Source: an optimization exercise on an open RTL-to-GDS flow (aim: small area and a short achievable clock period). Production flows keep margins and buffers that such runs may drop. Function was checked by simulation only, so behaviour that the tests miss may differ from the original. No activity file was given, so power comes from the tool's default toggle rates.

==> flow/design.v (outline; a module is shown in full before it is edited, if it fits) <==
// module alu_operations_five: 2730 lines
// module alu_fa: 4 lines
// module alu_ha: 4 lines
// module alu_a21o: 3 lines
// module alu_a221o: 3 lines
// module alu_and2: 3 lines
// module alu_and3: 3 lines
// module alu_inv: 3 lines
// module alu_nand2: 3 lines
// module alu_nand3: 3 lines
// module alu_nor2: 3 lines
// module alu_o22ai: 3 lines
// module alu_xnor2: 3 lines
// module alu_xor2: 3 lines
module alu_operations_five (
    input  clk,
    input  rst_n,
    input  load,
    input  signed [31:0]  ID_EX_A,
    input  signed [31:0]  ID_EX_B,
    input  signed [5:0]   opcode,
    output reg signed [31:0] ALU_result
);
  // ...
==> flow/run.sh <==
#!/bin/bash
# synth_recipe.tcl (not shown) runs the flow's synth.tcl, then flattens the netlist and writes it again
# the make line also repeats each setting of config.mk as NAME=value (left out here)
make -C /OpenROAD-flow-scripts/flow DESIGN_CONFIG=/design/flow/config.mk WORK_HOME=/design/flow/orfs CLKGATE_MAP_FILE= SYNTH_SCRIPT=/design/flow/synth_recipe.tcl finish
==> flow/config.mk <==
export PLATFORM = sky130hd
export DESIGN_NAME = alu_operations_five
export DESIGN_NICKNAME = alu_operations_five
export VERILOG_FILES = /design/flow/design.v
export SDC_FILE = /design/flow/constraint.sdc
export NUM_CORES = 4
export LEC_CHECK = 0
export CAP_MARGIN = 20
export CORE_MARGIN = 2
export CORE_UTILIZATION = 40
export SETUP_SLACK_MARGIN = 3.7
export SLEW_MARGIN = 20
export SYNTH_HIERARCHICAL = 1
==> flow/constraint.sdc <==
create_clock -name core_clock -period 8.5 [get_ports {clk}]
set_input_delay 1.7000 -clock core_clock [delete_from_list [all_inputs] [get_ports {clk}]]
set_output_delay 1.7000 -clock core_clock [all_outputs]
set_load 0.01 [all_outputs]
==> qor.json, run 1 <==
{
  "synth_cells": {"value": 1470},
  "antennaDiodeCount": {"value": 1},
  "avgViaCountPerCell": {"value": 6.09},
  "p_switching": {"value": 2160, "unit": "µW"},
  "status": {"value": "finished clean"},
  "core-area": {"value": 0.0419, "unit": "mm²"},
  "grt_start_max_net_pins": {"value": 102},
  "instances_no_fill": {"value": 2224},
  "synthSimpleGateAreaFrac": {"value": 5.02, "unit": "%"},
  "met2_wirelength": {"value": 25600, "unit": "µm"},
  "p_leak": {"value": 0.0100, "unit": "µW"},
  "slew_headroom": {"value": 37.1, "unit": "%"},
  "worst_skew_pair_latency": {"value": 0.46, "unit": "ns"},
  "detailedRoute.firstPassIterationCount": {"value": 7},
  "synth-seq-area-share": {"value": 26.5, "unit": "%"},
  "setup_viol": {"value": 0},
  "crit_type": {"value": "primary input to flip-flop"},
  "use_met1": {"value": 36.3, "unit": "%"},
  "seq_cell_count": {"value": 155},
  "grt-busiest-layer": {"value": "met2"},
  "final_core_util": {"value": 49.5, "unit": "%"},
  "postCtsSetupBuffers": {"value": 22},
  "cts_resized": {"value": 115},
  "pwr.group.combinational": {"value": 3200, "unit": "µW"},
  "synth_top_cell_area_share": {"value": 24.8, "unit": "%"}
}
==> run 2, diff against run 1 <==
==> flow/flow/run.sh (new file) <==
#!/bin/bash
set -euo pipefail
bash standard.sh BUFFER_PORTS_ARGS="-buffer_cell sky130_fd_sc_hd__buf_1" finish > standard.log 2>&1
==> flow/standard.sh (new file) <==
#!/bin/bash
# synth_recipe.tcl (not shown) runs the flow's synth.tcl, then flattens the netlist and writes it again
# the make line also repeats each setting of config.mk as NAME=value (left out here)
make -C /OpenROAD-flow-scripts/flow DESIGN_CONFIG=/design/flow/config.mk WORK_HOME=/design/flow/orfs CLKGATE_MAP_FILE= SYNTH_SCRIPT=/design/flow/synth_recipe.tcl "${@:-finish}"
removed: flow/run.sh
==> run 2 against run 1 <==
Effect of this change:
- still clean on timing, DRC and antenna
- total power is 1.6% lower
- die area stayed put
- synthesized area stayed put
- critical path depth is 2 higher
- utilization is 2.0 points lower
- fmax hardly changed
- first-iteration DRC count is 5.2% lower
- combinational power is 2% lower
- synthesized cell count stayed put
- global-route usage is 0.20 points lower
- largest power group unchanged
==> qor.json, run 2 <==
{
  "first_pass_grt_wire_length": {"value": 85200, "unit": "µm"},
  "rsz_0062_raised_after_global_routing": {"value": "no"},
  "flow.area_growth_from_synthesis": {"value": 17.5, "unit": "%"},
  "global_route.usage.total": {"value": 25.7, "unit": "%"},
  "setup.worst_path.start": {"value": "ID_EX_B[1]"},
  "setup.reg_to_reg.worst_slack": {"value": 4.31, "unit": "ns"},
  "route.antenna.remaining_nets": {"value": 0},
  "whs": {"value": 0.505, "unit": "ns"},
  "clock_transition_at_the_registers_of_the_reported_paths": {"value": 0.07, "unit": "ns"},
  "synth-edff-count": {"value": 121},
  "mostFrequentLayoutCell": {"value": "sky130_fd_sc_hd__xor2_1"},
  "worst_r2r_path_depth": {"value": 13},
  "slew_headroom": {"value": 30.0, "unit": "%", "change": "-7.1 points"},
  "worst_setup_path_start_kind": {"value": "primary input"},
  "detail_route.iter0.violations": {"value": 1511},
  "yosys_warnings": {"value": 7},
  "grt.overflow.total": {"value": 0},
  "finalWirelength": {"value": 55900, "unit": "µm"},
  "detail_route.wl_per_cell": {"value": 25.2, "unit": "µm"},
  "ioPinCount": {"value": 105},
  "sum_of_negative_setup_slack": {"value": 0, "unit": "ns"},
  "final-hold-violation-count": {"value": 0},
  "timing.final.max_slew_violations": {"value": 0},
  "die_area": {"value": 0.0440, "unit": "mm²"},
  "synth_top_cell_area_share": {"value": 24.8, "unit": "%", "change": "unchanged"},
  "reg_top3": {"value": "ALU_result: 32 flops, q0: 32 flops, q1: 32 flops"},
  "count_of_buffering_cells_on_the_critical_path_with_inverters_included": {"value": 3},
  "core-area": {"value": 0.0419, "unit": "mm²", "change": "unchanged"},
  "crit_arrival": {"value": 4.94, "unit": "ns"},
  "critical_path.cell_chain": {"value": "buf_1 > buf_4 > xnor2_4 > buf_6 > o22ai_1 > xor2_1 > fa_1 > fa_1 > fa_1 > fa_1 > a221o_1"},
  "post-dp-hpwl": {"value": 41000, "unit": "µm"},
  "layout_worst_path_cycle_share": {"value": 55.6, "unit": "%"},
  "critPathTopFamily": {"value": "adder cells"},
  "htreeDepth": {"value": 4},
  "avgViaCountPerCell": {"value": 6.03, "change": "-1.0%"},
  "synthTopCellsByArea": {"value": "sky130_fd_sc_hd__fa_1 (25%), sky130_fd_sc_hd__edfxtp_1 (21%), sky130_fd_sc_hd__xor2_1 (19%)"},
  "fp.dieH": {"value": 210, "unit": "µm"},
  "tritoncts": {"value": "built"},
  "cp_num_cells": {"value": 11},
  "layout.nets": {"value": 2010},
  "synth_top_area_cell": {"value": "sky130_fd_sc_hd__fa_1"},
  "synth_most_common_cell": {"value": "sky130_fd_sc_hd__xor2_1"},
  "cpMostUsedCell": {"value": "sky130_fd_sc_hd__fa_1"},
  "worst_setup_path_end_kind": {"value": "flip-flop"},
  "gpl.final_weighted_congestion": {"value": 0.907},
  "vdd_ir_drop_max": {"value": 0.240, "unit": "mV"},
  "starting_density_of_the_core": {"value": 40.4, "unit": "%"},
  "period_needed": {"value": 4.73, "unit": "ns"},
  "cts-root-to-sink-buffers": {"value": 2},
  "ctsRootBufferMaster": {"value": "sky130_fd_sc_hd__clkbuf_16"},
  "rr_endpoint": {"value": "ALU_result[0]"},
  "synth_area_per_cell": {"value": 11.5, "unit": "µm²"},
  "port_buffers": {"value": 104},
  "critPathSlowestCell": {"value": "sky130_fd_sc_hd__fa_1"},
  "power_density": {"value": 256, "unit": "mW/mm²"},
  "max_clock_freq": {"value": 211, "unit": "MHz"},
  "netlist_top_cells_count": {"value": "sky130_fd_sc_hd__xor2_1 (360), sky130_fd_sc_hd__o22ai_1 (257), sky130_fd_sc_hd__fa_1 (210)"},
  "synth_cells": {"value": 1470, "change": "unchanged"},
  "detail_route.drc_violations": {"value": 0},
  "worstPathRequired": {"value": 8.71, "unit": "ns"},
  "status": {"value": "finished clean"},
  "drv.max_cap_violation_count": {"value": 0},
  "die-width": {"value": 210, "unit": "µm"},
  "antennaDiodeCount": {"value": 0, "change": "-1"},
  "setup_viol": {"value": 0, "change": "unchanged"},
  "detailedRoute.firstPassIterationCount": {"value": 5, "change": "-2"},
  "postCtsHoldBufs": {"value": 0},
  "asyncSetResetFlopFracSynth": {"value": 21.9, "unit": "%"},
  "yosysUniqueCellTypes": {"value": 30},
  "origin_of_the_critical_flop_to_flop_path": {"value": "q0[12]"},
  "yosys_most_used_dff": {"value": "sky130_fd_sc_hd__edfxtp_1"},
  "inserted_clock_buffers": {"value": 17},
  "tightestPinTransition": {"value": 1.05, "unit": "ns"},
  "critPathMaxFanout": {"value": 15},
  "layout_common_cells": {"value": "sky130_fd_sc_hd__xor2_1 (356), sky130_fd_sc_hd__o22ai_1 (255), sky130_fd_sc_hd__fa_1 (210), sky130_fd_sc_hd__a21o_1 (121), sky130_fd_sc_hd__edfxtp_1 (121)"},
  "via_count": {"value": 13400},
  "worst_clock_skew": {"value": 0.0126, "unit": "ns"},
  "vias_in_the_first_global_route": {"value": 13500},
  "clock-sinks": {"value": 155},
  "number_of_antenna_violations_at_the_first_check_in_global_routing": {"value": 0},
  "cp-endpoint": {"value": "q0[31]"},
  "synth-seq-area-share": {"value": 26.5, "unit": "%", "change": "unchanged"},
  "worst_skew_pair_latency": {"value": 0.46, "unit": "ns", "change": "about the same"},
  "drive_gt1_share": {"value": 11.9, "unit": "%"},
  "ys_seq_elements": {"value": 155},
  "grt_start_max_net_pins": {"value": 92, "change": "-9.8%"},
  "row_count": {"value": 75},
  "worstHoldPathType": {"value": "flip-flop to flip-flop"},
  "cpPeakStageDelay": {"value": 0.57, "unit": "ns"},
  "crit_type": {"value": "primary input to flip-flop"},
  "p_leak": {"value": 0.00956, "unit": "µW", "change": "-4.4%"},
  "post_synth_instance_area": {"value": 0.0169, "unit": "mm²"}
}
-- run 2: cell counts after synthesis --
Identical to the previous run, type by type.
-- run 2: cell type report --
type / count / area [µm²]
fill: 3823 / 22000
tap: 539 / 674
clock buffer: 17 / 425
multi-input combinational: 1271 / 12800
inverter: 35 / 135
clock inverter: 15 / 174
timing repair buffer: 185 / 1170
sequential: 155 / 4480
-- run 2: repair_timing --
action | CTS | global route
buffers inserted | 11 | 32
pin swaps | 11 | 8
cloned | 0 | 4
setup endpoints to repair | 69 | 4
resized for setup | 68 | 45
-- run 2: per-stage QoR --
stage | cells | setup WS, ns | total power (µW) | util, % | instance area [µm²]
3_3_place_gp | 2137 | 2.21 | 4190 | 43.9 | 18400
5_1_grt | 2217 | 3.70 | 5520 | 47.5 | 19900
6_report | 2217 | 3.77 | 5090 | 47.5 | 19900
2_1_floorplan | 1471 | 3.63 | 3360 | - | 17100
4_1_cts | 2181 | 3.71 | 5080 | 46.2 | 19300
3_5_place_dp | 2138 | 2.07 | 4250 | 43.9 | 18400
-- run 2: Yosys stat by module, one instance, submodules excluded, a selection --
module,cells,flops+latches,copies in the design
alu_a221o,1,0,32
alu_and3,1,0,24
alu_fa,1,0,210
alu_inv,1,0,2
alu_nand3,1,0,32
alu_xnor2,1,0,22
alu_xor2,1,0,360
-- run 2: cell families after synthesis --
group	count (synthesis)	synth area share (%)
other	1	0.0222
DFF	155	26.5
xor gates and xnor gates	382	19.8
buffers and inverters	47	1.31
adders and majority gates	272	29.4
AOI/OAI and AO/OA	448	18.0
and+or+nand+nor	165	5.02
-- run 2: per-layer routing --
metal / up-vias / part of all wire, % / GRT usage (%) / routed length, µm
li1: 5850 / - / - / -
met1: 6835 / 45 / 38.3 / 25100
met2: 611 / 45 / 39.1 / 25300
met3: 67 / 7.9 / 4.35 / 4400
met4: 0 / 2.0 / 6.38 / 1110
met5: - / 0 / 0 / 0
-- run 2: worst min path at each step --
stage,from,endpoint,slack (ns),cells after the start
after floorplan,qslt,qslt,0.53,2
after global placement,ALU_result[22],ALU_result[22],0.50,2
after detailed placement,ALU_result[22],ALU_result[22],0.50,2
after CTS,ALU_result[22],ALU_result[22],0.51,2
after global routing,ALU_result[22],ALU_result[22],0.53,2
final,ALU_result[15],ALU_result[15],0.51,2
-- run 2: where the power goes --
part           total, µW  internal (µW)  leakage [µW]  switching, µW
Combinational       3130           1400       0.00762           1730
Sequential          1180           1080       0.00165            104
Clock                780            420      0.000297            359
-- run 2: worst register-to-register path, stage by stage, from the launching register on --
cell	delay, ns
sky130_fd_sc_hd__edfxtp_1	0.42
sky130_fd_sc_hd__fa_1	0.69
sky130_fd_sc_hd__fa_1	0.52
sky130_fd_sc_hd__ha_1	0.35
sky130_fd_sc_hd__and2_1	0.17
sky130_fd_sc_hd__and2_1	0.16
sky130_fd_sc_hd__and2_1	0.18
sky130_fd_sc_hd__and2_1	0.15
sky130_fd_sc_hd__a21o_1	0.25
sky130_fd_sc_hd__a21o_1	0.23
sky130_fd_sc_hd__a21o_1	0.17
sky130_fd_sc_hd__xor2_1	0.35
sky130_fd_sc_hd__o2111ai_1	0.23
sky130_fd_sc_hd__a41oi_1	0.22

==> separate check: timing with driven ports <==
The results above use ideal ports. As a check the final layouts listed here were re-extracted and re-timed, cells and wires unchanged.
Step 1: set_driving_cell puts a clkbuf_16 on clk and a buf_2 on each other input, an assumption about the parent block.
Step 2 moves the port delays by t, midway between the first and last clock arrival at a register: inputs arrive t later, outputs are due t later. That takes back most of the time a late clock gives input paths.
a / b / c = ideal / step 1 / step 2; a / b = the first two.
run | t, ns | setup slack, ns | worst setup path at the end
run 1 | 0.507 | 3.767 / 3.631 / 3.124 | input to register
run 2 | 0.506 | 3.770 / 3.792 / 3.285 | input to register
After both steps setup and hold are still met in every run listed. The setup slack of run 1, which loses most, moves by -0.136 ns with the drivers and by -0.643 ns with both steps.
